Background: an optimization exercise with open tools, aiming at small area. Do not read the settings as production practice. Only simulation tests tie the RTL to the original design; equivalence was not proved. No driver is modelled on the clock port, so clock power and skew are understated where the tree is cut down; a real chip needs a root buffer or a tree. Power is estimated from default activity; no workload was simulated.

Setup of main:
Design alu_design, start of the top module:
module alu_design #(parameter W = 8)(
    input clk, rst, mode, ce, cin,
    input [1:0] inp_valid,
    input [7:0] opa, opb,
    input [3:0] cmd,
    output err, ov, cout, g, l, e,
    output reg [15:0] res
);
Size: roughly 490 cells after synthesis, roughly 41 flip-flops, about 49 I/O pins.
export LEC_CHECK = 0
export CAP_MARGIN = 20
export CORE_MARGIN = 2
export CORE_UTILIZATION = 60
export CTS_BUF_LIST = sky130_fd_sc_hd__clkbuf_8
export GPL_TIMING_DRIVEN = 0
export SLEW_MARGIN = 20
export SYNTH_HIERARCHICAL = 1
create_clock -name core_clock -period 7.0 [get_ports {clk}]
standard.sh (not shown) runs the stock make flow with config.mk's settings and CLKGATE_MAP_FILE= SYNTH_SCRIPT=/design/flow/synth_recipe.tcl, a recipe that flattens the netlist after the stock synthesis.
==> flow/flow/run.sh <==
#!/bin/bash
# Standard ORFS layout with these changes:
#  - synthesis maps logic with an area-oriented ABC script (flow/synth.tcl)
#  - port buffers use the smallest buffer cell
#  - clock tree: large sink clusters and no dummy loads
set -euo pipefail
F="$PWD/flow"
bash standard.sh SYNTH_SCRIPT="$F/synth.tcl" \
  "BUFFER_PORTS_ARGS=-buffer_cell sky130_fd_sc_hd__buf_1" \
  "CTS_ARGS=-sink_clustering_enable -repair_clock_nets -dont_use_dummy_load -buf_list sky130_fd_sc_hd__clkbuf_8 -sink_clustering_size 50 -sink_clustering_max_diameter 300" \
  finish > standard.log 2>&1
==> flow/flow/area.abc <==
strash
&get -n
&deepsyn -I 10 -J 50
&put
dch -f
amap -m
topo
stime -c
dnsize -c
==> flow/flow/synth.tcl <==
# synth_recipe.tcl with one change: the final technology mapping uses the
# area-oriented ABC script beside this file instead of ORFS's speed script.
proc synth {args} { yosys synth -nofsm -noshare {*}$args }
set ::area_abc_script [file join [file dirname [file normalize [info script]]] area.abc]
proc abc {args} {
  set i [lsearch $args -script]
  if {$i >= 0} { lset args [expr {$i + 1}] $::area_abc_script }
  yosys abc {*}$args
}
source $::env(SCRIPTS_DIR)/synth.tcl
# left out here: clear keep_hierarchy, flatten, clean up, hide names made inside functions, write 1_2_yosys.v
main completed; timing, DRC and antenna clean
#### Input delta (the feature branch over main)
--- a/flow/flow/run.sh
+++ b/flow/flow/run.sh
@@ -9,3 +9,3 @@
   "BUFFER_PORTS_ARGS=-buffer_cell sky130_fd_sc_hd__buf_1" \
-  "CTS_ARGS=-sink_clustering_enable -repair_clock_nets -dont_use_dummy_load -buf_list sky130_fd_sc_hd__clkbuf_8 -sink_clustering_size 50 -sink_clustering_max_diameter 300" \
+  "CTS_ARGS=-sink_clustering_enable -repair_clock_nets -dont_use_dummy_load -root_buf sky130_fd_sc_hd__clkbuf_8 -buf_list sky130_fd_sc_hd__clkbuf_4 -sink_clustering_size 50 -sink_clustering_max_diameter 300" \
   finish > standard.log 2>&1
==> results.txt <==
- Diff main..the feature branch | core outline area | unchanged
- Effective utilization at floorplan essentially unchanged between the feature branch and main.
- Reported for the feature branch and main, wire length of the first global-routing pass turned out identical to the last digit.

* * *

Setup of nickel:
alu_design, a different RTL version from the one above (not shown whole).
Size in the first run: roughly 460 cells after synthesis, ~41 flip-flops, about 0.0041 mm² of cells after synthesis.
clock: 7.0 ns
lec_check: 0
cap_margin: 20
core_margin: 2
core_utilization: 52
cts_buf_list: sky130_fd_sc_hd__clkbuf_8
gpl_timing_driven: 0
slew_margin: 20
synth_hierarchical: 1
==> flow/flow/run.sh <==
#!/bin/bash
# Standard ORFS layout with these changes:
#  - synthesis maps logic with area-oriented ABC scripts (flow/synth.tcl)
#  - port buffers use the smallest buffer cell
#  - clock: flow/pre_cts.tcl replaces TritonCTS by one clock buffer per group
#    of nearby registers (three groups), each driven by the clock port
set -euo pipefail
F="$PWD/flow"
export PRE_CTS_TCL="$F/pre_cts.tcl"
export ALU_CLOCK_BUFFER=sky130_fd_sc_hd__clkbuf_8
export ALU_CLOCK_GROUPS=3
bash standard.sh SYNTH_SCRIPT="$F/synth.tcl" \
  "BUFFER_PORTS_ARGS=-buffer_cell sky130_fd_sc_hd__buf_1" \
  finish > standard.log 2>&1
Scripts as last shown in full above: flow/flow/area.abc
Other scripts of this flow, unchanged in this note and not shown: flow/flow/lut.abc, flow/flow/opnd.abc, flow/flow/pre_cts.tcl, flow/flow/synth.tcl
diff inputs: nickel => willow
- a change of CORE_UTILIZATION from 52 to 60
Results
The power consumption in willow was higher than what nickel gave. In terms of register share of the cell area, willow and nickel differ only marginally. willow vs nickel: wire length of the first global-routing pass up in willow. The wire length of willow is lower than that of nickel. Per the comparison of willow with nickel, adder-cell share of the synthesized area flat, longest individual stage delay on the worst path up 0.02 ns. The total DRC errors in the routed layout on willow is in line with that on nickel. Final core utilization on willow is up relative to nickel. Maximum frequency: willow vs nickel — no meaningful difference. Between nickel and willow, the flow reports met2 routed wirelength decreasing by a few percent. nickel -> willow: count of placed standard cells in the final layout, fillers left out decreased by a few percent.
No run of this note takes its clock network from TritonCTS; it comes from the design's own scripts or RTL.

-- port drivers added, routing unchanged --
In the flow no input, the clock included, has a driving cell. The finished layouts below were timed again as built, in two steps. Step 1 sets driving cells, clkbuf_16 on the clock port and buf_2 on the other inputs (assumed; they add their load-dependent delay and slew). Step 2 moves the port delays by t, midway between the first and last clock arrival at a register: inputs arrive t later, outputs are due t later. That takes back most of the time a late clock gives input paths. Three values: ideal ports, drivers, drivers and shift; two values: the first two.
| run | t (ns) | setup WS [ns] | hold slack, ns | worst setup path at the end | cell pins on the clock port's net |
|---|---|---|---|---|---|
| main | 0.314 | 0.236 / 0.242 / -0.071 | 0.503 / 0.503 / 0.503 | input to register | 1 |
| the feature branch | 0.314 | 0.236 / 0.242 / -0.071 | 0.503 / 0.503 / 0.503 | input to register | 1 |
| nickel | 0.190 | 0.279 / 0.279 / 0.233 | 0.501 / 0.501 / 0.501 | input to register | 3 |
| willow | 0.195 | 0.272 / 0.272 / 0.249 | 0.500 / 0.500 / 0.500 | input to register | 3 |
Met with ideal ports but missed after step 2: setup timing in main and the feature branch.
